Background: an optimization exercise with open tools, aiming at small area. Do not read the settings as production practice. RTL that was checked went through simulation tests only; none was proved equivalent to the original. For run 2, only the layout was checked, not whether the RTL still works.

## flow/design.v (module list and top-level ports; edited modules follow where they fit)
// module rv_regf: 28 lines
// module rv_muldiv: 103 lines
// module rv_mul33: 1956 lines
// module rv_lzc32: 16 lines
// module rv_fpu: 315 lines
// module rv_add: 16 lines
// module rv_inc: 15 lines
// module rv_cneg: 13 lines
// module rv_pcadd: 10 lines
// module rv_alu: 88 lines
// module rv_core: 634 lines
module rv_core #(parameter Nregs = 16,
                 parameter debug = 0,
                 parameter fpuen = 1 ) (
  input  logic clk,
  input  logic xreset,
  output u32_t i_adr,	 
  input  u32_t i_dr,	 
  output logic i_re,	 
  input  logic i_rdy,	 
  output u32_t d_adr,	 
  input  u32_t d_dr,	 
  output logic d_re,	 
  output u32_t d_dw,	 
  output u4_t  d_we,	 
  input  logic d_rdy,	 
  input  logic d_be,	 
  input  logic irq   
  );
  // ...
==> flow/flow/run.sh <==
#!/bin/bash
set -uo pipefail
W=$(pwd)
R=orfs/results/${FLOW_PLATFORM}/rv_core/base
M=orfs_mine/results/${FLOW_PLATFORM}/rv_core/base

echo "== reference synthesis"
bash standard.sh synth > log_synth_reference.txt 2>&1 || { echo "reference synthesis failed"; exit 1; }

echo "== area-oriented synthesis"
rm -rf myscripts orfs_mine
cp -r "$FLOW_HOME/scripts" myscripts
cp flow/abc.script myscripts/abc_area.script
sed -e "s#WORK_HOME=[^ ]*#WORK_HOME=$W/orfs_mine SCRIPTS_DIR=$W/myscripts ABC_AREA=1#" standard.sh > mine_synth.sh
use_mine=0
if bash mine_synth.sh synth > log_synth_area.txt 2>&1; then
  if python3 flow/regcheck.py "$R/1_2_yosys.v" "$M/1_2_yosys.v" > log_regcheck.txt 2>&1; then
    use_mine=1
  fi
fi
echo "use area-oriented netlist: $use_mine"
if [[ $use_mine == 1 ]]; then
  cp "$M/1_2_yosys.v" "$R/1_2_yosys.v"
fi

echo "== layout"
bash standard.sh finish > log_layout.txt 2>&1 || { echo "layout failed"; tail -20 log_layout.txt; exit 1; }
ls -la out/
==> flow/flow/abc.script <==
strash
dch -f
amap
strash
dch -f
amap
topo
stime -c
buffer -c
upsize -c
dnsize -c
==> flow/flow/regcheck.py <==
#!/usr/bin/env python3
"""Exit 0 if two flat netlists hold the same registers: same instance names, same cell family."""
import re, sys
SEQ = re.compile(r'^sky130_fd_sc_hd__(e?dfx|df[rsb]|sdf|sedf|dl[xrc]|sdl|lpflow_inputiso)')
def regs(fn):
    out = {}
    for m in re.finditer(r'^\s*(sky130_fd_sc_hd__\w+)\s+(\S+)\s*\(', open(fn).read(), re.M):
        if SEQ.match(m.group(1)):
            out[m.group(2).lstrip('\\')] = re.sub(r'_\d+$', '', m.group(1))
    return out
a, b = regs(sys.argv[1]), regs(sys.argv[2])
diff = sorted(k for k in set(a) | set(b) if a.get(k) != b.get(k))
print(f"reference {len(a)} registers, area netlist {len(b)}, differing {len(diff)}")
for k in diff[:20]:
    print(" ", k, a.get(k), b.get(k))
sys.exit(0 if a and not diff else 1)
==> flow/standard.sh <==
#!/bin/bash
# synth_recipe.tcl (not shown) runs the flow's synth.tcl, then flattens the netlist and writes it again
# the make line also repeats each setting of config.mk as NAME=value (left out here)
make -C /OpenROAD-flow-scripts/flow DESIGN_CONFIG=/design/flow/config.mk WORK_HOME=/design/flow/orfs CLKGATE_MAP_FILE= SYNTH_SCRIPT=/design/flow/synth_recipe.tcl "${@:-finish}"
==> flow/config.mk <==
export PLATFORM = sky130hd
export DESIGN_NAME = rv_core
export DESIGN_NICKNAME = rv_core
export VERILOG_FILES = /design/flow/design.v
export SDC_FILE = /design/flow/constraint.sdc
export NUM_CORES = 8
export LEC_CHECK = 0
export ABC_AREA = 1
export CAP_MARGIN = 20
export CORE_MARGIN = 2
export CORE_UTILIZATION = 45
export SLEW_MARGIN = 20
==> flow/constraint.sdc <==
create_clock -name core_clock -period 36.0 [get_ports {clk}]
set_input_delay 7.2000 -clock core_clock [delete_from_list [all_inputs] [get_ports {clk}]]
set_output_delay 7.2000 -clock core_clock [all_outputs]
set_load 0.01 [all_outputs]
==> impl_metrics.ini, run 1 <==
[global_route]
grtUsageTotal_pct = 45.9
grt_pass1_wl_mm = 931
use_met1_pct = 61.5
top_usage_layer = met1
grt_max_degree = 174

[setup_path]
path_delay_family = adder cells
critical_path_class = flip-flop to primary output
endpoint_kind = primary output
r2r_end = u_rv_alu.u_rv_muldiv.rwdat[31]$_DFFE_PP_
setup.worst_path.end = i_adr[31]
required_ns = 28.80

[sta]
fmax_ghz = 0.0281
hold_viol = 0
tightest_slew_ns = 1.39
finalSetupViolations = 0
max_slew_margin_pct = 7.39
finalCritPeriodShare_pct = 98.8

[cells_and_area]
buffer_area_share_pct = 4.69
layout_commonest_cell = nor2_1
clkbuf_count = 243
nNonClkInverters = 1424
largest_cell_class = multi-input combinational cells
fin_nets = 15065
multi_input_area_share_pct = 52.3

[floorplan]
die_h_um = 534
die_x_um = 534

[min_path]
holdPathEnd = mmd1[1][2]$_DFFE_PP_
holdCritStartpoint = mmd1[0][2]$_DFFE_PP_

[placed_design]
dp_cells = 17217

[clock_tree]
postCtsHoldBufs = 0
cts_tree = yes
max-clock-path-buffers = 4
htreeDepth = 4
ctsResizeCount = 49
post_cts_buffers = 1

[route]
drt_wl_total_mm = 681
drc_errors = 0
vias = 127837

[run_status]
status = timing/DRC/antenna clean
==> module rv_regf, before the edit <==
module rv_regf 
  # (parameter Nregs = 16)
  (
  input  logic clk,
  input  u5_t  ars1,	 
  input  u5_t  ars2,	 
  output u32_t rs1,	 
  output u32_t rs2,	 
  input  u5_t  awd,	 
  input  logic we,	 
  input  u32_t wd	 
  );
  u32_t regf[1:Nregs-1];
  always @(posedge clk) begin
    if(awd[3:0] != 'd0 && we)
      regf[awd[3:0]] <= wd;
  end
  always_comb begin
    if(ars1[3:0] == 'd0)
      rs1 = 32'd0;
    else
      rs1 = regf[ars1[3:0]];
    if(ars2[3:0] == 'd0)
      rs2 = 32'd0;
    else
      rs2 = regf[ars2[3:0]];
  end
endmodule
==> module rv_fpu, before the edit <==
module rv_fpu (
    input logic clk,
    input logic xreset,
    input logic rdy,
    input alu_t alu,
    input u32_t rrd1,
    input u32_t rrd2,
    input logic [47:0] mprod,	 
    output u32_t rwdat,
    output u32_t rwdatx,   
    output logic cmpl,
    output logic mulop   
    );
  logic sgns;
  u9_t  exps;
  u29_t sums;
  logic nan, inf;
  u26_t R, A, B;	 
  typedef enum logic {Idle, Calc} state_t;
  state_t st;
  u5_t exc;
  logic nan1r, nan2r, inf1r, inf2r, fz1r, fz2r;
  always_comb begin
    case (alu)
    FLOAT,FMUL,FIX,FEQ,FLT,FLE,FMIN,FMAX,FSGNJ,FSGNJN,FSGNJX: mulop = 1'b1;
    default:  mulop = 1'b0;
    endcase
  end
  logic sgn1, sgn2;
  u8_t  exp1, exp2;
  logic e1max, e2max, e1z, e2z, f1z, f2z;
  logic nan1, nan2, inf1, inf2, fz1, fz2;
  assign sgn1 = rrd1[31];
  assign sgn2 = rrd2[31];
  assign exp1 = rrd1[30:23];
  assign exp2 = rrd2[30:23];
  assign e1max = &exp1;
  assign e2max = &exp2;
  assign e1z = ~|exp1;
  assign e2z = ~|exp2;
  assign f1z = ~|rrd1[22:0];
  assign f2z = ~|rrd2[22:0];
  assign nan1 = e1max & ~f1z;
  assign nan2 = e2max & ~f2z;
  assign inf1 = e1max & f1z;
  assign inf2 = e2max & f2z;
  assign fz1 = e1z & f1z;
  assign fz2 = e2z & f2z;
  logic isfadd, isfsub, isfix, isfloat, isfdiv;
  assign isfsub  = (alu == FSUB);
  assign isfadd  = (alu == FADD) | isfsub;
  assign isfix   = (alu == FIX);
  assign isfloat = (alu == FLOAT);
  assign isfdiv  = (alu == FDIV);
  u8_t  eb, ediff, dabs;
  logic ecy, gt, ege;
  assign eb = isfix ? 8'd150 : exp2;
  rv_add #(8) u_ediff (.a(exp1), .b(~eb), .ci(1'b1), .s(ediff), .co(ecy));    
  assign gt = ecy & (ediff != 8'd0);
  rv_cneg #(8) u_dabs (.a(ediff), .neg(~ecy), .y(dabs));
  logic [23:0] xsh, ylg;	 
  logic        zsh;		 
  logic [25:0] ext, shr;
  logic        stk;
  assign xsh = gt ? {1'b1, rrd2[22:0]} : {1'b1, rrd1[22:0]};
  assign ylg = gt ? {1'b1, rrd1[22:0]} : {1'b1, rrd2[22:0]};
  assign zsh = (gt ? fz2 : fz1) | (dabs > 8'd24);
  assign ext = {xsh, 2'b00};
  always_comb begin
    logic [25:0] t;
    logic s;
    t = ext;
    s = 1'b0;
    if (dabs[4]) begin s = s | (|t[15:0]); t = {16'd0, t[25:16]}; end
    if (dabs[3]) begin s = s | (|t[7:0]);  t = {8'd0,  t[25:8]};  end
    if (dabs[2]) begin s = s | (|t[3:0]);  t = {4'd0,  t[25:4]};  end
    if (dabs[1]) begin s = s | (|t[1:0]);  t = {2'd0,  t[25:2]};  end
    if (dabs[0]) begin s = s | t[0];       t = {1'd0,  t[25:1]};  end
    shr = zsh ? 26'd0 : t;
    stk = zsh ? 1'b0 : s;
  end
  logic        sub, dneg;
  logic [26:0] lop, sop, sopx, dsum;
  logic        dco;
  logic [27:0] dres, vsums1;
  logic        vsgns1;
  assign sub  = sgn1 ^ sgn2 ^ isfsub;
  assign lop  = {ylg, 3'b000};
  assign sop  = {shr, stk};
  assign sopx = sop ^ {27{sub}};
  rv_add #(27) u_fadd (.a(lop), .b(sopx), .ci(sub), .s(dsum), .co(dco));
  assign dres = {dco ^ sub, dsum};
  assign dneg = sub & ~dco;		 
  logic [31:0] ngin, ngout;
  logic        ngneg;
  rv_cneg #(32) u_neg (.a(ngin), .neg(ngneg), .y(ngout));
  assign vsums1 = ngout[27:0];
  assign vsgns1 = sgn1 ^ (sub & ~gt & dco & (dsum != 27'd0));
  logic [31:0] fsrc, fneg, nin, nout;
  logic [5:0]  lz;
  logic        fsgn;
  assign fsgn = (rrd2 == 'd0) & rrd1[31];
  assign fneg = ngout;
  assign nin = isfloat ? fneg : {sums[26:0], 5'd0};
  rv_lzc32 u_lzc (.a(nin), .n(lz));
  assign nout = nin << lz[4:0];
  logic [8:0]  vexps2, exps_p1, exps_mlz;
  logic        ecy2;
  logic [28:0] vsums2;
  logic [25:0] vsigs2;
  logic        rnd2;
  rv_inc #(9) u_expp1 (.a(exps), .ci(1'b1), .s(exps_p1), .co());
  rv_add #(9) u_expmlz (.a(exps), .b(~{3'd0, lz}), .ci(1'b1), .s(exps_mlz), .co(ecy2));
  always_comb begin
    if (sums == 'd0) begin
      vexps2 = '0;
      vsums2 = '0;
    end else if (sums[27]) begin
      vexps2 = exps_p1;
      vsums2 = {1'b0, sums[28:1]};
    end else if (exps_mlz[8]) begin    
      vexps2 = '0;
      vsums2 = '0;
    end else begin
      vexps2 = exps_mlz;
      vsums2 = {2'b00, nout[31:5]};
    end
  end
  assign rnd2 = vsums2[2] & (vsums2[3] | vsums2[1] | vsums2[0]);
  rv_inc #(26) u_rnd2 (.a(vsums2[28:3]), .ci(rnd2), .s(vsigs2), .co());
  u32_t fadd_res;
  assign fadd_res = {sgns, nan ? 8'hff : vexps2[7:0], inf ? 23'd0 : vsigs2[22:0]};
  u32_t float_res;
  logic [8:0] fexp;
  assign fexp = 9'd158 - {3'd0, lz};
  assign float_res = {fsgn, fz1 ? 8'd0 : fexp[7:0], nout[30:8]};
  u32_t fixu, fix_res;
  assign fixu = gt ? 32'd0 : {8'd0, shr[25:2]};
  assign fix_res = ngout;
  assign ngin  = isfloat ? rrd1 : isfix ? fixu : {4'd0, dres};
  assign ngneg = isfloat ? fsgn : isfix ? sgn1 : dneg;
  u32_t fmul_res;
  logic [23:0] mm;
  logic [22:0] msig;
  logic        mco;
  logic [8:0]  mexp, mexp2;
  assign mm = mprod[47] ? mprod[46:23] : mprod[45:22];
  rv_inc #(23) u_mrnd (.a(mm[23:1]), .ci(mm[0]), .s(msig), .co(mco));
  rv_add #(9) u_mexp (.a({1'b0, exp1}), .b({1'b0, exp2}), .ci(mprod[47] | mco), .s(mexp), .co());
  always_comb begin
    logic [7:0] e;
    logic [22:0] f;
    if (mexp < 9'd128) e = 8'd0;
    else if (mexp > 9'd381) e = 8'hff;
    else e = mexp[7:0] - 8'd127;
    f = msig;
    if (fz1 || fz2) begin e = 8'd0; f = 23'd0; end
    if (inf1 || inf2) f = 23'd0;
    if (nan1 || nan2 || inf1 || inf2) e = 8'hff;
    fmul_res = {sgn1 ^ sgn2, e, f};
  end
  u32_t cmp_res;
  logic [32:0] sa1, sb1, cd;
  logic        ccy;
  assign sa1 = (rrd1[30:0] == 'd0) ? 33'd0 : {rrd1[31], rrd1[31], rrd1[30:0] ^ {31{rrd1[31]}}};
  assign sb1 = (rrd2[30:0] == 'd0) ? 33'd0 : {rrd2[31], rrd2[31], rrd2[30:0] ^ {31{rrd2[31]}}};
  rv_add #(33) u_fcmp (.a(sa1), .b(~sb1), .ci(1'b1), .s(cd), .co(ccy));
  always_comb begin
    case (alu)
    FEQ : cmp_res = {31'd0, cd[31:0] == 'd0};
    FLT : cmp_res = {31'd0, cd[32]};
    FLE : cmp_res = {31'd0, cd[32] || (cd[31:0] == 'd0)};
    FMIN: cmp_res = cd[32] ? rrd1 : rrd2;
    default: cmp_res = cd[32] ? rrd2 : rrd1;	 
    endcase
  end
  u32_t sgnj_res;
  always_comb begin
    case (alu)
    FSGNJ:  sgnj_res = {rrd2[31], rrd1[30:0]};
    FSGNJN: sgnj_res = {~rrd2[31], rrd1[30:0]};
    default: sgnj_res = {rrd1[31] ^ rrd2[31], rrd1[30:0]};	 
    endcase
  end
  logic [25:0] q1d, q2d, vB1, vB2;
  logic        q1, q2, q1c, q2c;
  rv_add #(26) u_fdiv1 (.a(B), .b(~R), .ci(1'b1), .s(q1d), .co(q1c));
  assign q1 = q1c;
  assign vB1 = {(q1 ? q1d[24:0] : B[24:0]), 1'b0};
  rv_add #(26) u_fdiv2 (.a(vB1), .b(~R), .ci(1'b1), .s(q2d), .co(q2c));
  assign q2 = q2c;
  assign vB2 = {(q2 ? q2d[24:0] : vB1[24:0]), 1'b0};
  u32_t fdiv_res;
  logic [24:0] dm;
  logic [23:0] dsig;
  logic [8:0]  dexp, exps_m1, dexp0;
  logic [8:0]  fdexp;
  assign dm = A[25] ? A[25:1] : A[24:0];
  rv_inc #(24) u_drnd (.a(dm[24:1]), .ci(dm[0]), .s(dsig), .co());
  rv_add #(9) u_expm1 (.a(exps), .b(9'h1ff), .ci(1'b0), .s(exps_m1), .co());
  assign dexp = A[25] ? exps : exps_m1;
  rv_add #(9) u_fdexp (.a({1'b0, exp1}), .b(~{1'b0, exp2}), .ci(1'b0), .s(fdexp), .co());   
  always_comb begin
    logic [7:0] e;
    logic [22:0] f;
    if (dexp < 9'd128) begin
      e = 8'd0; f = 23'd0;
    end else if (dexp > 9'd381) begin
      e = 8'hff; f = 23'd0;
    end else begin
      e = dexp[7:0] - 8'd127; f = dsig[22:0];
    end
    if ((fz2r && fz1r) || (inf1r && inf2r)) begin
      e = 8'hff; f = {1'b1, 22'd0};
    end else if (fz1r || inf2r) begin
      e = 8'd0; f = 23'd0;
    end else if (fz2r || inf1r) begin
      e = 8'hff; f = 23'd0;
    end
    if (nan1r || nan2r) begin
      e = 8'hff; f = {1'b1, 22'd0};
    end
    fdiv_res = {sgns, e, f};
  end
  always_ff@(posedge clk) begin
    if(!xreset) begin
    end else begin
      if(rdy) begin
        case (alu)
        FADD,FSUB : begin
            nan <= nan1 | nan2 | inf1 | inf2;
            inf <= inf1 | inf2;
            sgns <= vsgns1;
            exps <= {1'b0, gt ? exp1 : exp2};
            sums <= {1'b0, vsums1};
            rwdat <= fadd_res;
        end
        FDIV : begin
            if(st == Idle) begin
              R <= {3'b001, rrd2[22:0]};
              B <= {3'b001, rrd1[22:0]};
              A <= '0;
              exps <= fdexp + 9'd255;
              sgns <= sgn1 ^ sgn2;
              nan1r <= nan1;
              nan2r <= nan2;
              inf1r <= inf1;
              inf2r <= inf2;
              fz1r <= fz1;
              fz2r <= fz2;
            end else if(exc > 'd3) begin
              B <= vB2;
              A <= {A[23:0], q1, q2};
            end
            if(exc == 'd1) begin
              rwdat <= fdiv_res;
            end
        end
        FLOAT : rwdatx <= float_res;
        FMUL  : rwdatx <= fmul_res;
        FIX   : rwdatx <= fix_res;
        FEQ,FLT,FLE,FMIN,FMAX : rwdatx <= cmp_res;
        FSGNJ,FSGNJN,FSGNJX : rwdatx <= sgnj_res;
        default : begin
            rwdatx <= '0;
            rwdat <= '0;
        end
        endcase
      end
    end
    if(!xreset) begin
      st <= Idle;
      cmpl <= 1'b0;
      exc <= 'd0;
    end else if(rdy) begin
        if(st == Idle) begin
          case(alu)
          FADD,FSUB: begin
            st <= Calc;
            exc <= 'd1;
            cmpl <= 1'b1;
          end
          FDIV: begin
            st <= Calc;
            exc <= 'd16;
          end
          default: begin
            exc <= 'd0;
          end
          endcase
        end else begin   
          case(alu)
          FADD,FSUB: begin
            cmpl <= 1'b0;
          end
          FDIV: begin
            if(exc == 'd2) begin
              cmpl <= 1'b1;
            end else begin
              cmpl <= 1'b0;
            end
          end
          default: begin
            cmpl <= 1'b0;
          end
          endcase
          if(exc > 'd0) begin
            exc <= exc - 'd1;
          end else if(exc == '0) begin
            st <= Idle;
          end
        end
    end
  end
endmodule
==> module rv_alu, before the edit <==
module rv_alu #(parameter fpuen = 1) (
  input  logic clk,
  input  logic xreset,
  input  logic rdy,
  input  alu_t alu,
  input  u32_t rrd1,
  input  u32_t rrd2,
  input  u32_t csr_rd,
  output u32_t rwdat,
  output u32_t rwdatx,
  output logic cmpl,
  output logic mulop
  );
  logic fm, sa, sb;
  logic [32:0] ma, mb;
  logic [63:0] prod;
  assign fm = (alu == FMUL);
  assign sa = rrd1[31] & (alu == MULH || alu == MULHSU);
  assign sb = rrd2[31] & (alu == MULH);
  assign ma = {sa, rrd1[31:24] & {8{~fm}}, rrd1[23] | fm, rrd1[22:0]};
  assign mb = {sb, rrd2[31:24] & {8{~fm}}, rrd2[23] | fm, rrd2[22:0]};
  rv_mul33 u_rv_mul33 (.a(ma), .b(mb), .p(prod));
  u32_t rwd, rwdx;
  logic cmplm, mulopm;
  rv_muldiv u_rv_muldiv(	 
    .clk(clk),   .xreset(xreset), .rdy(rdy),
    .alu(alu),
    .rrd1(rrd1), .rrd2(rrd2), .prod(prod),
    .rwdat(rwd), .rwdatx(rwdx),
    .cmpl(cmplm), .mulop(mulopm)
  );
  u32_t rwdatf, rwdatxf;
  logic cmplf, mulopf;
  rv_fpu u_rv_fpu (
    .clk    (clk),
    .xreset (xreset),
    .rdy    (rdy),
    .alu    (alu),
    .rrd1   (rrd1),
    .rrd2   (rrd2),
    .mprod  (prod[47:0]),
    .rwdat  (rwdatf),
    .rwdatx (rwdatxf),
    .cmpl   (cmplf),
    .mulop  (mulopf)
    );
  assign mulop = mulopm | mulopf;
  assign cmpl = cmplm | cmplf;
  assign rwdatx = rwdx | rwdatxf;
  logic isub, aco, ltu, lts;
  u32_t asum;
  assign isub = (alu == SUB) || (alu == SLT) || (alu == SLTU);
  rv_add #(32) u_add (.a(rrd1), .b(rrd2 ^ {32{isub}}), .ci(isub), .s(asum), .co(aco));
  assign ltu = ~aco;
  assign lts = ltu ^ rrd1[31] ^ rrd2[31];
  logic sleft, sfill;
  u32_t sin, sout, srev;
  logic [32:0] sext;
  always_comb begin
    sleft = (alu == SLL);
    sfill = (alu == SRA) & rrd1[31];
    for (int i = 0; i < 32; i++) sin[i] = sleft ? rrd1[31-i] : rrd1[i];
    sext = $signed({sfill, sin}) >>> rrd2[4:0];
    srev = rrd2[5] ? {32{sfill}} : sext[31:0];
    for (int i = 0; i < 32; i++) sout[i] = sleft ? srev[31-i] : srev[i];
  end
  always_comb begin
  case(alu)	 
  ADD:    rwdat = asum;
  S2:     rwdat = rrd2;
  SLT:    rwdat = {31'd0, lts};
  SLTU:   rwdat = {31'd0, ltu};
  XOR:    rwdat = rrd1 ^ rrd2;
  OR:     rwdat = rrd1 | rrd2;
  AND:    rwdat = rrd1 & rrd2;
  SLL:    rwdat = sout;
  SRL:    rwdat = sout;
  SRA:    rwdat = sout;
  SUB:    rwdat = asum;
  CSR:    rwdat = csr_rd;
  DIV:    rwdat = rwd;
  DIVU:   rwdat = rwd;
  REM:    rwdat = rwd;
  REMU:   rwdat = rwd;
  default: rwdat = rwdatf;
  endcase
  end
endmodule
==> run 2: changes to the inputs <==
--- a/flow/design.v
+++ b/flow/design.v
@@ -267,30 +267,30 @@
   input  u5_t  ars1,	 
   input  u5_t  ars2,	 
   output u32_t rs1,	 
   output u32_t rs2,	 
   input  u5_t  awd,	 
   input  logic we,	 
   input  u32_t wd	 
   );
-  u32_t regf[1:Nregs-1];
+  u32_t regf[Nregs];	 
   always @(posedge clk) begin
-    if(awd[3:0] != 'd0 && we)
-      regf[awd[3:0]] <= wd;
+    if(awd > 0 && we)
+      regf[awd] <= wd;
   end
   always_comb begin
-    if(ars1[3:0] == 'd0)
-      rs1 = 32'd0;
+    if(ars1 == 5'd0)
+      rs1 <= 32'd0;
     else
-      rs1 = regf[ars1[3:0]];
-    if(ars2[3:0] == 'd0)
-      rs2 = 32'd0;
+      rs1 <= regf[ars1];
+    if(ars2 == 5'd0)
+      rs2 <= 32'd0;
     else
-      rs2 = regf[ars2[3:0]];
+      rs2 <= regf[ars2];
   end
 endmodule
 module rv_muldiv (
   input  logic clk,
   input  logic xreset,
   input  logic rdy,
   input  alu_t alu,
   input  u32_t rrd1,
@@ -2452,26 +2452,23 @@
   logic        vsgns1;
   assign sub  = sgn1 ^ sgn2 ^ isfsub;
   assign lop  = {ylg, 3'b000};
   assign sop  = {shr, stk};
   assign sopx = sop ^ {27{sub}};
   rv_add #(27) u_fadd (.a(lop), .b(sopx), .ci(sub), .s(dsum), .co(dco));
   assign dres = {dco ^ sub, dsum};
   assign dneg = sub & ~dco;		 
-  logic [31:0] ngin, ngout;
-  logic        ngneg;
-  rv_cneg #(32) u_neg (.a(ngin), .neg(ngneg), .y(ngout));
-  assign vsums1 = ngout[27:0];
+  rv_cneg #(28) u_fneg (.a(dres), .neg(dneg), .y(vsums1));
   assign vsgns1 = sgn1 ^ (sub & ~gt & dco & (dsum != 27'd0));
   logic [31:0] fsrc, fneg, nin, nout;
   logic [5:0]  lz;
   logic        fsgn;
   assign fsgn = (rrd2 == 'd0) & rrd1[31];
-  assign fneg = ngout;
+  rv_cneg #(32) u_fltneg (.a(rrd1), .neg(fsgn), .y(fneg));
   assign nin = isfloat ? fneg : {sums[26:0], 5'd0};
   rv_lzc32 u_lzc (.a(nin), .n(lz));
   assign nout = nin << lz[4:0];
   logic [8:0]  vexps2, exps_p1, exps_mlz;
   logic        ecy2;
   logic [28:0] vsums2;
   logic [25:0] vsigs2;
   logic        rnd2;
@@ -2497,19 +2494,17 @@
   u32_t fadd_res;
   assign fadd_res = {sgns, nan ? 8'hff : vexps2[7:0], inf ? 23'd0 : vsigs2[22:0]};
   u32_t float_res;
   logic [8:0] fexp;
   assign fexp = 9'd158 - {3'd0, lz};
   assign float_res = {fsgn, fz1 ? 8'd0 : fexp[7:0], nout[30:8]};
   u32_t fixu, fix_res;
   assign fixu = gt ? 32'd0 : {8'd0, shr[25:2]};
-  assign fix_res = ngout;
-  assign ngin  = isfloat ? rrd1 : isfix ? fixu : {4'd0, dres};
-  assign ngneg = isfloat ? fsgn : isfix ? sgn1 : dneg;
+  rv_cneg #(32) u_fixneg (.a(fixu), .neg(sgn1), .y(fix_res));
   u32_t fmul_res;
   logic [23:0] mm;
   logic [22:0] msig;
   logic        mco;
   logic [8:0]  mexp, mexp2;
   assign mm = mprod[47] ? mprod[46:23] : mprod[45:22];
   rv_inc #(23) u_mrnd (.a(mm[23:1]), .ci(mm[0]), .s(msig), .co(mco));
   rv_add #(9) u_mexp (.a({1'b0, exp1}), .b({1'b0, exp2}), .ci(mprod[47] | mco), .s(mexp), .co());
@@ -2718,26 +2713,16 @@
   logic [W:0] o;	 
   assign o[0] = 1'b0;
   genvar i;
   generate for (i = 0; i < W; i++) begin : g
     assign y[i]   = a[i] ^ (neg & o[i]);
     assign o[i+1] = o[i] | a[i];
   end endgenerate
 endmodule
-module rv_pcadd (
-  input  logic [31:0] a,
-  input  logic [1:0]  inc,
-  output logic [31:0] s
-  );
-  logic c;
-  rv_add #(2)  u_lo (.a(a[2:1]), .b(inc), .ci(1'b0), .s(s[2:1]), .co(c));
-  rv_inc #(29) u_hi (.a(a[31:3]), .ci(c), .s(s[31:3]), .co());
-  assign s[0] = a[0];
-endmodule
 module rv_alu #(parameter fpuen = 1) (
   input  logic clk,
   input  logic xreset,
   input  logic rdy,
   input  alu_t alu,
   input  u32_t rrd1,
   input  u32_t rrd2,
   input  u32_t csr_rd,
@@ -2777,46 +2762,29 @@
     .rwdat  (rwdatf),
     .rwdatx (rwdatxf),
     .cmpl   (cmplf),
     .mulop  (mulopf)
     );
   assign mulop = mulopm | mulopf;
   assign cmpl = cmplm | cmplf;
   assign rwdatx = rwdx | rwdatxf;
-  logic isub, aco, ltu, lts;
-  u32_t asum;
-  assign isub = (alu == SUB) || (alu == SLT) || (alu == SLTU);
-  rv_add #(32) u_add (.a(rrd1), .b(rrd2 ^ {32{isub}}), .ci(isub), .s(asum), .co(aco));
-  assign ltu = ~aco;
-  assign lts = ltu ^ rrd1[31] ^ rrd2[31];
-  logic sleft, sfill;
-  u32_t sin, sout, srev;
-  logic [32:0] sext;
-  always_comb begin
-    sleft = (alu == SLL);
-    sfill = (alu == SRA) & rrd1[31];
-    for (int i = 0; i < 32; i++) sin[i] = sleft ? rrd1[31-i] : rrd1[i];
-    sext = $signed({sfill, sin}) >>> rrd2[4:0];
-    srev = rrd2[5] ? {32{sfill}} : sext[31:0];
-    for (int i = 0; i < 32; i++) sout[i] = sleft ? srev[31-i] : srev[i];
-  end
   always_comb begin
   case(alu)	 
-  ADD:    rwdat = asum;
+  ADD:    rwdat = rrd1 + rrd2;
   S2:     rwdat = rrd2;
-  SLT:    rwdat = {31'd0, lts};
-  SLTU:   rwdat = {31'd0, ltu};
+  SLT:    rwdat = $signed(rrd1) < $signed(rrd2);
+  SLTU:   rwdat = rrd1 < rrd2;
   XOR:    rwdat = rrd1 ^ rrd2;
   OR:     rwdat = rrd1 | rrd2;
   AND:    rwdat = rrd1 & rrd2;
-  SLL:    rwdat = sout;
-  SRL:    rwdat = sout;
-  SRA:    rwdat = sout;
-  SUB:    rwdat = asum;
+  SLL:    rwdat = rrd1 << (rrd2 & 6'h3f);
+  SRL:    rwdat = rrd1 >> (rrd2 & 6'h3f);
+  SRA:    rwdat = $signed(rrd1) >>> (rrd2 & 6'h3f);
+  SUB:    rwdat = rrd1 - rrd2;
   CSR:    rwdat = csr_rd;
   DIV:    rwdat = rwd;
   DIVU:   rwdat = rwd;
   REM:    rwdat = rwd;
   REMU:   rwdat = rwd;
   default: rwdat = rwdatf;
   endcase
   end
@@ -2997,49 +2965,49 @@
   20'b??????????1011110011 : f_dec = { type_I,   ex_C,    CSR,     SI,   R_NA,   R_NA,   R_NA,  SHAMT,   R_NA,     RD,    ALU,   R_NA,   5'd0 };  
   20'b??????????1101110011 : f_dec = { type_I,   ex_C,    CSR,     SI,   R_NA,   R_NA,   R_NA,  SHAMT,   R_NA,     RD,    ALU,   R_NA,   5'd0 };  
   20'b??????????1111110011 : f_dec = { type_I,   ex_C,    CSR,     SI,   R_NA,   R_NA,   R_NA,  SHAMT,   R_NA,     RD,    ALU,   R_NA,   5'd0 };  
   default                  : f_dec = { type_I,   ex_I,   A_NA,     SI,   R_NA,   R_NA,   R_NA,   R_NA,   R_NA,   R_NA,   R_NA,   R_NA,   5'd0 };
   endcase
   dec_insn = f_dec;
 endfunction
 function logic [32:0] bra_dest(logic bra_stall, f_insn_t f_dec, u3_t func3,
-                               logic beq, logic blt, logic bltu, u32_t jtgt, u32_t bdst, u32_t pc_inc,
+                               u32_t rs1, u32_t rs2, u32_t imm, u32_t bdst, u32_t pc, u4_t pcinc,
                                u32_t vec, u32_t epc);
   logic bra;
   u32_t pc_nxt;
   bra = 1'b0;
   if(bra_stall) begin
-    pc_nxt = pc_inc;
+    pc_nxt = pc + pcinc;
     bra_dest = {bra,pc_nxt};
   end else if(f_dec.pc == BRA) begin
     case(func3)
-    3'd0: if(beq) bra = 1'b1;    
-    3'd1: if(!beq) bra = 1'b1;    
-    3'd4: if(blt) bra = 1'b1;   
-    3'd5: if(!blt) bra = 1'b1;  
-    3'd6: if(bltu)  bra = 1'b1;    
-    3'd7: if(!bltu) bra = 1'b1;    
+    3'd0: if(rs1 == rs2) bra = 1'b1;    
+    3'd1: if(rs1 != rs2) bra = 1'b1;    
+    3'd4: if($signed(rs1) < $signed(rs2)) bra = 1'b1;   
+    3'd5: if($signed(rs1) >= $signed(rs2)) bra = 1'b1;  
+    3'd6: if(rs1 < rs2)  bra = 1'b1;    
+    3'd7: if(rs1 >= rs2) bra = 1'b1;    
     endcase
     if(bra) begin
       pc_nxt = bdst;
     end else begin
-      pc_nxt = pc_inc;
+      pc_nxt = pc + pcinc;
     end
   end else if(f_dec.pc == JMP) begin
     if(f_dec.ex == ex_E) begin   
       pc_nxt = vec;
     end else if(f_dec.ex == ex_R) begin  
       pc_nxt = epc;
     end else begin
-      pc_nxt = f_dec.rrd1 == RS1 ? jtgt : bdst;
+      pc_nxt = f_dec.rrd1 == RS1 ? (rs1 + imm) : bdst;
     end
     bra = 1'b1;
   end else begin
-    pc_nxt = pc_inc;
+    pc_nxt = pc + pcinc;
   end
   bra_dest = {bra,pc_nxt};         
 endfunction
 function logic [32:0] Reg_fwd(u5_t ix, u32_t rd, u32_t mdr,
                               u5_t rwa_0, u5_t rwa_1, u5_t rwa_2, regs_t rwd_0, regs_t rwd_1, regs_t rwd_2,
                               logic rwdx_0, u32_t rwdat_0, u32_t rwdat_1, u32_t rwdat_2);  
   logic d_stall;
   u32_t rdi;
@@ -3083,17 +3051,17 @@
   logic   we;
   rv_regf #(.Nregs(Nregs)) u_rv_regf (
     .clk   (clk),
     .ars1  (ars1),   .ars2  (ars2),  .rs1   (rs1),    .rs2   (rs2),
     .awd   (rwa[2]), .we    (we),    .wd    (wd)
   );
   u32_t   IR, ir, irh;	 
   u32_t   pc,  pca, pc1, bdst;
-  u32_t   mar, mdr, mdr1;
+  u32_t   mar, mdr, mdr1, mdw;
   u2_t    mar1[2];
   wmode_t mmd, mmd1[2];	 
   regs_t  mwe, mwe1[2];	 
   u32_t   rrd1, rrd2;	 
   u5_t    rwa[3];	 
   regs_t  rwd[3];	 
   logic   rwdx_s0, rwdx_s1, rwdx_s2;	 
   u32_t   rwdat_s0, rwdat_s1, rwdat_s2;	 
@@ -3105,29 +3073,32 @@
   logic   ex_stall;	 
   logic   stall;
   u32_t   mtvec, mepc;
   u16_t   mip, mie;
   u32_t   mcause;
   assign stall = bra_stall | d_stall | ex_stall;
   logic   rdy1;
   u4_t    pcinc, pcinca;
-  u32_t   ira;
-  assign  ira = i_dr;
+  u32_t   ira, irah;
+  assign  ira = rdy1 ? i_dr : irah;
   assign  i_adr = pca;
   always_ff @ (posedge clk) begin
     if(!xreset) begin
       ir <= 'd0;
       irh <= 'd0;
     end else if(rdy) begin
       ir <= ira;
       if(!(ex_stall || d_stall))
         irh <= ir;
     end
     rdy1 <= rdy;
+    if(rdy1) begin
+      irah <= ira;
+    end
   end
   assign IR = (ex_stall || d_stall) ? irh : ir;
   logic c_insn, c_insna;
   f_insn_t f_dec;
   u32_t c_imm, f_imm, imm;
   u32_t exir, eir;
   u3_t func3;
   parameter ECALL = 32'h00000073;
@@ -3146,35 +3117,23 @@
   assign awd  = exir[10:7];
   u32_t rrd1a, rrd2a, bdsta;
   u32_t rs1f, rs2f;
   assign {ds1,rs1f} = Reg_fwd(ars1, rs1, mdr, rwa[0], rwa[1], rwa[2], rwd[0], rwd[1], rwd[2], rwdx_s0, rwdat_s0, rwdat_s1, rwdat_s2) & ~{bra_stall, 32'd0};
   assign {ds2,rs2f} = Reg_fwd(ars2, rs2, mdr, rwa[0], rwa[1], rwa[2], rwd[0], rwd[1], rwd[2], rwdx_s0, rwdat_s0, rwdat_s1, rwdat_s2) & ~{bra_stall, 32'd0};
   assign rrd1a = f_dec.rrd1 == PC ? pc1 :
                 (f_dec.rrd1 == X0 ? 'd0 :
                 (f_dec.rrd1 == SHAMT ? exir[19:15] : rs1f));
-  u32_t mara;
-  rv_add #(32) u_mara (.a(rs1f), .b(imm), .ci(1'b0), .s(mara), .co());
-  u32_t pc1inc, pcinc2, pc1imm, jtgt;
-  logic bcy, beq, blt, bltu;
-  rv_pcadd u_pc1inc (.a(pc1), .inc(d_stall ? 2'd0 : pcinc[2:1]), .s(pc1inc));
-  rv_pcadd u_pcinc2 (.a(pc), .inc(pcinca[2:1]), .s(pcinc2));
-  rv_add #(32) u_pc1imm (.a(pc1), .b(imm), .ci(1'b0), .s(pc1imm), .co());
-  assign jtgt = mara;	 
-  rv_add #(32) u_bcmp (.a(rs1f), .b(~rs2f), .ci(1'b1), .s(), .co(bcy));
-  assign beq  = (rs1f == rs2f);
-  assign bltu = ~bcy;
-  assign blt  = bltu ^ rs1f[31] ^ rs2f[31];
   assign rrd2a = f_dec.rrd2 == IMM ? imm :
-                (f_dec.rrd2 == INC ? pc1inc :   
+                (f_dec.rrd2 == INC ? pc1 + (d_stall ? 'd0 : pcinc) :   
                 (f_dec.rrd2 == SHAMT ? exir[24:20] : rs2f));
-  assign bdsta = d_stall ? bdst : pc1imm;
+  assign bdsta = d_stall ? bdst : pc1 + imm;
   assign {bstall,pca} = xreset ? 
           (ds1|ds2|(ex_stall&!cmpl) ? {1'b0,pc} : 
-                  bra_dest(bra_stall, f_dec, func3, beq, blt, bltu, jtgt, bdsta, pcinc2, mtvec, mepc)) : 'd0;
+                  bra_dest(bra_stall, f_dec, func3, rs1f, rs2f, imm, bdsta, pc, pcinca, mtvec, mepc)) : 'd0;
   u32_t csr_rd;
   rv_alu #(.fpuen(fpuen)) u_rv_alu (
     .clk    (clk),
     .xreset (xreset),
     .rdy    (rdy),
     .alu    (alu),
     .rrd1   (rrd1),
     .rrd2   (rrd2),
@@ -3182,20 +3141,16 @@
     .rwdat  (rwdat_s0),	 
     .rwdatx (rwdatx),	 
     .cmpl   (cmpl),	   
     .mulop  (mulop)	   
   );
 parameter MTIME    = 32'hffff8000;
 parameter MTIMECMP = 32'hffff8008;
   u64_t   mtime, mtimecmp;
-  u64_t mtime_p1;
-  rv_inc #(64) u_mtinc (.a(mtime), .ci(1'b1), .s(mtime_p1), .co());
-  u32_t tdiff;
-  rv_add #(32) u_tdiff (.a(mtimecmp[31:0]), .b(~mtime[31:0]), .ci(1'b1), .s(tdiff), .co());
   logic   mtirq;
   logic [1:0] irq_s;
   typedef enum logic [1:0] { RW, SET, CLR, NOP } csrmd_t;
   logic   csren;
   u12_t   csr_adr;
   csrmd_t csrmd;
   logic   mret;
   logic   zmip;
@@ -3242,22 +3197,21 @@
   always_ff @ (posedge clk) begin
     if(!xreset) begin
       mtvec <= 'd0;
       mepc  <= 'd0;
       mie   <= 'd0;
       mip   <= 'd0;
       zmip  <= 1'b1;
       mcause<= 'd0;
-      csrmd <= NOP;	 
     end else if(rdy) begin
       csrmd   <= csr_mode(csren, func3);
       csr_adr <= IR[31:20];
       csr_rd  <= csr_rd_sel(csr_mode(csren, func3), IR[31:20]);
-      mtirq <= tdiff[31];   
+      mtirq <= $signed(32'(mtimecmp - mtime)) < 0;   
       irq_s <= {irq_s[0], irq};
       mret  <= f_dec.ex == ex_R;
       if(csr_adr == 12'h304 && csrmd != NOP)   
         mie <= csr_wsc(csrmd, mie, rrd1) & 32'b100010001000;
       else begin
         mie[7] <= mie[7] & ~issue_int[1];
         mie[11] <= mie[11] & ~issue_int[2];
       end
@@ -3288,24 +3242,24 @@
       mtime     <= 'd0;
       mtimecmp  <= 'd0;
       d_dr1     <= 'd0;
     end else begin
       if(rdy && (d_we != 'd0)) begin
         case(d_adr)
         MTIME:        mtime[31:0]   <= d_dw;
         MTIME+'d4:    mtime[63:32]  <= d_dw;
-        default:      mtime <= mtime_p1;
+        default:      mtime <= mtime + 'd1;
         endcase
         case(d_adr)
         MTIMECMP:     mtimecmp[31:0]  <= d_dw;
         MTIMECMP+'d4: mtimecmp[63:32] <= d_dw;
         endcase
       end else begin
-        mtime <= mtime_p1;
+        mtime <= mtime + 'd1;
       end
       if(rdy) begin
         if(d_re) begin
           case(d_adr)
           MTIME:        d_dr1 <= mtime[31:0];
           MTIME+'d4:    d_dr1 <= mtime[63:32];
           MTIMECMP:     d_dr1 <= mtimecmp[31:0];
           MTIMECMP+'d4: d_dr1 <= mtimecmp[63:32];
@@ -3365,17 +3319,17 @@
     HI:   we = mar[1] ? 4'b1100 : 4'b0011;
     SHI:  we = mar[1] ? 4'b1100 : 4'b0011;
     QI:   we = 4'b0001 << mar;
     SQI:  we = 4'b0001 << mar;
     endcase
     mem_we = mwe == WE ? we : 'd0;
   endfunction
   assign d_adr = mar;
-  assign d_dw = mem_wdata(rrd2, mwe, mmd, mar[1:0], d_be);
+  assign d_dw = mem_wdata(mdw, mwe, mmd, mar[1:0], d_be);
   assign mdr  = mem_rdata(mdr1, mwe1[1], mmd1[1], mar1[1], d_be1[1]);
   assign d_we = mem_we(mwe, mmd, mar[1:0], d_be);
   assign d_re = mwe == RE;
   always_comb begin
     case(rwd[2])	 
     ALU: begin
          we = 1'b1;
          wd = rwdat_s2;
@@ -3387,16 +3341,17 @@
     default: begin
          we = 1'b0;
          wd = 'd0;
          end
     endcase
   end
   assign rwdat_s1 = rwdx_s1 ? rwdatx : rwdat1;
   assign rwdx_s0 = mulop;
+  u32_t marp, mdwp, immp;
   always_ff @ (posedge clk) begin
     if(rdy1) begin
       mdr1 <= d_dr | d_dr1;
     end
     if(rdy || !xreset) begin
       bra_stall <= bra_stall ? 1'b0 : bstall;
       if(!xreset)
         ex_stall <= 1'b0;     
@@ -3425,25 +3380,28 @@
       d_be1[0] <= d_be;
       d_be1[1] <= d_be1[0];
       if(!(bra_stall)) begin
         if(!(ex_stall && !d_stall)) begin
             rrd1 <= rrd1a;
             rrd2 <= rrd2a;
         end
         bdst <= bdsta;
-        mar    <= mara;
+        mdw    <= (f_dec.mwe == WE ? rs2f : 'd0);
+        marp   <= rs1f;
+        immp   <= imm;
         rwa[0] <= ds1 | ds2 ? R_NA : (f_dec.rwa == RD ? awd : 'd0);
         mmd    <= ds1 | ds2 ? SI   : f_dec.mode;
         mwe    <= ds1 | ds2 ? R_NA : f_dec.mwe;
         rwd[0] <= ds1 | ds2 ? R_NA : f_dec.rwd;
         alu    <= ds1 | ds2 ? A_NA : f_dec.alu;
       end
     end
   end
+  assign mar = marp + immp;
   function void debug_print(u32_t pc, u32_t ir, u32_t mar, u32_t mdr, u32_t rrd1, u32_t rrd2, u32_t rwdat);
     if(ir[1:0] == 2'd3)
       $display("%8h %8h  %8h %8h %8h %8h %8h", pc, ir, mar, mdr, rrd1, rrd2, rwdat);
     else
       $display("%8h     %4h  %8h %8h %8h %8h %8h", pc, ir[15:0], mar, mdr, rrd1, rrd2, rwdat);
   endfunction
   logic [1:0] bst;
   u32_t rrd1h, rrd2h;
==> flow/run.sh (new file) <==
#!/bin/bash
# synth_recipe.tcl (not shown) runs the flow's synth.tcl, then flattens the netlist and writes it again
# the make line also repeats each setting of config.mk as NAME=value (left out here)
make -C /OpenROAD-flow-scripts/flow DESIGN_CONFIG=/design/flow/config.mk WORK_HOME=/design/flow/orfs CLKGATE_MAP_FILE= SYNTH_SCRIPT=/design/flow/synth_recipe.tcl finish
==> flow/config.mk (replaced) <==
export PLATFORM = sky130hd
export DESIGN_NAME = rv_core
export DESIGN_NICKNAME = rv_core
export VERILOG_FILES = /design/flow/design.v
export SDC_FILE = /design/flow/constraint.sdc
export NUM_CORES = 8
export LEC_CHECK = 0
export ABC_AREA = 1
export CAP_MARGIN = 20
export CORE_MARGIN = 2
export CORE_UTILIZATION = 40
export SLEW_MARGIN = 20
removed: flow/flow/run.sh
removed: flow/flow/abc.script
removed: flow/flow/regcheck.py
removed: flow/standard.sh
==> impl_metrics.ini, run 2 <==
[sta]
min_period_ns = 35.10
setup_slack_ns = 0.903
whs_ns = 0.419
finalSetupViolations = 0
drv_slew = 0
grt_setup_unrepaired = false
tightest_slew_ns = 1.32
finalCritPeriodShare_pct = 97.5
max_slew_margin_pct = 10.9
fmax_ghz = 0.0285
hold_viol = 0
fin_skew_ns = 0.112

[setup_path]
r2r_end = u_rv_alu.u_rv_muldiv.rwdat[31]$_DFFE_PP_
cp-start-kind = flip-flop
cp_max_fo = 3
crit_arrival_ns = 35.73
required_ns = 36.63
cpMaxStageDelayCell = fa_1
r2r_cells = 107
rrSetupSlack_ns = 0.90
cpPeakStageDelay_ns = 0.48
crit_top_cell = fa_2
endpoint_kind = flip-flop
critical_path_class = flip-flop to flip-flop
r2r-start = u_rv_alu.u_rv_muldiv.QB[0]$_DFFE_PP_

[placed_design]
place.gp.congestion = 1.08
dp_hpwl_mm = 574
port_buffers = 170
dpl-instance-area_mm2 = 0.153
pre_cts_slack_ns = -1.64
dp_cells = 22819

[run_status]
status = timing/DRC/antenna clean

[synth]
avgSynthCellArea_um2 = 7.85
synth.largest_area_cell = edfxtp_1
ys_top_cells_by_count = nand2_1, inv_1, o21ai_0
ys_seq_elements = 1710
yosysSeqAreaShare_pct = 32.9
syn_inst = 18463
synth_edf_count = 1337
yosys_warnings = 18
yosys.area.top_type_share_pct = 27.7
synth_area_mm2 = 0.145
yosysMostFrequentCell = nand2_1
synth.area.top_cells = edfxtp_1, fa_1, nand2_1
synth.distinct_cells = 90
synth_top_flop_cell = edfxtp_1
async_reset_ff_share_pct = 0

[floorplan]
dieArea_mm2 = 0.367
die_h_um = 606
die_x_um = 606
core-area_mm2 = 0.361
io_pins = 172
rows = 221
start_util_pct = 40.1

[clock_tree]
clock_sinks = 1710
htreeDepth = 4
post_cts_buffers = 0
max-clock-path-buffers = 4
clkTransAtPathRegs_ns = 0.06
clockRootBuffer = clkbuf_16
cts_tree = yes
postCtsHoldBufs = 0
clk_latency_ns = 0.99
cts_buffers = 208

[cells_and_area]
layout_commonest_cell = nand2_1
fin_nets = 19565
area_growth_pct = 10.5
finalCoreUtilization_pct = 44.3
drive_above_1_share_pct = 7.52
fin_cells = 23256
largest_register_ff_count = 512
fin_area_mm2 = 0.160
layout_common_cells = nand2_1, inv_1, o21ai_0

[route]
first_pass_iters = 9
drt_iter0_markers = 21843
viasPerCell = 6.27
vias = 145806
post_drt_wl_per_cell_um = 33.9
ant_nets = 0
drc_errors = 0
drt_wl_total_mm = 788

[flow_run]
cap_violations = 0

[min_path]
holdCritStartpoint = mmd1[0][1]$_DFFE_PN_
holdPathEnd = mmd1[1][1]$_DFFE_PN_
whs_path_depth = 0
hp-class = flip-flop to flip-flop

[global_route]
grt_pass1_wl_mm = 1070
grt_pass1_vias = 132834
overflow = 0
grt_max_degree = 92
antenna_found_initial = 85
grtUsageTotal_pct = 41.7
==> run 2: cell families (layout without fill, tap and decap cells) <==
group                    Yosys count  in the layout  share of synthesized area [%]
XOR/XNOR                         824            824                           4.98
other                              2             78                        0.00518
AND/OR/NAND/NOR                 6658           6658                           19.4
buffers and inverters           3419           3342                           9.17
flip-flops                      1710           1710                           32.9
adder cells (fa/ha/maj)         1259           1259                           14.6
multiplexers                      41             41                          0.283
AO/OA/AOI/OAI                   4550           4550                           18.7
==> run 2: routing by layer <==
| layer | GRT usage (%) | share of wire (%) | up-vias | routed length, um |
|---|---|---|---|---|
| met3 | 13.4 | 13 | 2511 | 102000 |
| met5 | 0.144 | 0.065 | - | 514 |
| met2 | 59.4 | 41 | 10320 | 321000 |
| met4 | 32.9 | 9.6 | 60 | 75800 |
| met1 | 51.9 | 37 | 70442 | 289000 |
| li1 | - | - | 62473 | - |
==> run 2: stage by stage <==
step	TNS, ns
final	0
after global placement	-7.08
after CTS	0
after detailed placement	-7.55
after floorplan	0
after global routing	0
==> run 2: worst max-delay path by stage <==
stage / end / start / cells past startpoint / slack (ns)
2_1_floorplan: u_rv_alu.u_rv_muldiv.rwdat[31]$_DFFE_PP_ / u_rv_alu.u_rv_muldiv.QB[0]$_DFFE_PP_ / 110 / 0.17
3_3_place_gp: u_rv_alu.u_rv_muldiv.rwdat[31]$_DFFE_PP_ / u_rv_alu.u_rv_muldiv.QB[0]$_DFFE_PP_ / 107 / -1.63
3_5_place_dp: u_rv_alu.u_rv_muldiv.rwdat[31]$_DFFE_PP_ / u_rv_alu.u_rv_muldiv.QB[0]$_DFFE_PP_ / 107 / -1.64
4_1_cts: u_rv_alu.u_rv_muldiv.rwdat[31]$_DFFE_PP_ / u_rv_alu.u_rv_muldiv.QB[0]$_DFFE_PP_ / 107 / 0.03
5_1_grt: u_rv_alu.u_rv_muldiv.rwdat[31]$_DFFE_PP_ / u_rv_alu.u_rv_muldiv.QB[0]$_DFFE_PP_ / 107 / 0.03
6_report: u_rv_alu.u_rv_muldiv.rwdat[31]$_DFFE_PP_ / u_rv_alu.u_rv_muldiv.QB[0]$_DFFE_PP_ / 107 / 0.90
==> run 2: worst max-delay path: cells and delay by family (launching register included) <==
kind	cells	cell delay [ns]
adder cells (fa/ha/maj)	94	32.97
AND/OR/NAND/NOR	7	0.88
flip-flops	1	0.39
AO/OA/AOI/OAI	3	0.34
buffers and inverters	2	0.13
XOR/XNOR	1	0.13
==> run 2: what timing repair did <==
| item | CTS | global route |
|---|---|---|
| resized for setup | 29 | 12 |
| endpoints found under the setup margin | 9 | 4 |
| pin swaps | 1 | 0 |
==> run 2: area by class of cell <==
type	instances	area, um^2
clock inverters	114	1380
fillers	36351	201000
diodes	45	113
well taps	4794	6000
multi-input cells	13365	85000
flip-flops and latches	1710	47600
inverters	2209	8310
clock buffers	274	5720
repair buffers	745	6060

afterwards: timing with drivers on the ports:
Ports are ideal in the flow. The routed layouts listed here were re-timed in OpenROAD.
Step 1, drivers: a clkbuf_16 drives clk and a buf_2 each remaining input, both assumed.
Step 2 moves the port delays by t, midway between the first and last clock arrival at a register: inputs arrive t later, outputs are due t later. That takes back most of the time a late clock gives input paths.
Slacks: ideal / step 1 / step 2; pairs: ideal / step 1.
run	shift t [ns]	setup slack, ns	worst hold slack (ns)
run 1	1.002	0.448 / 0.342 / 1.250	0.419 / 0.419 / 0.419
run 2	1.054	0.903 / 0.903 / 0.903	0.419 / 0.419 / 0.419
After both steps every run listed still meets setup and hold.
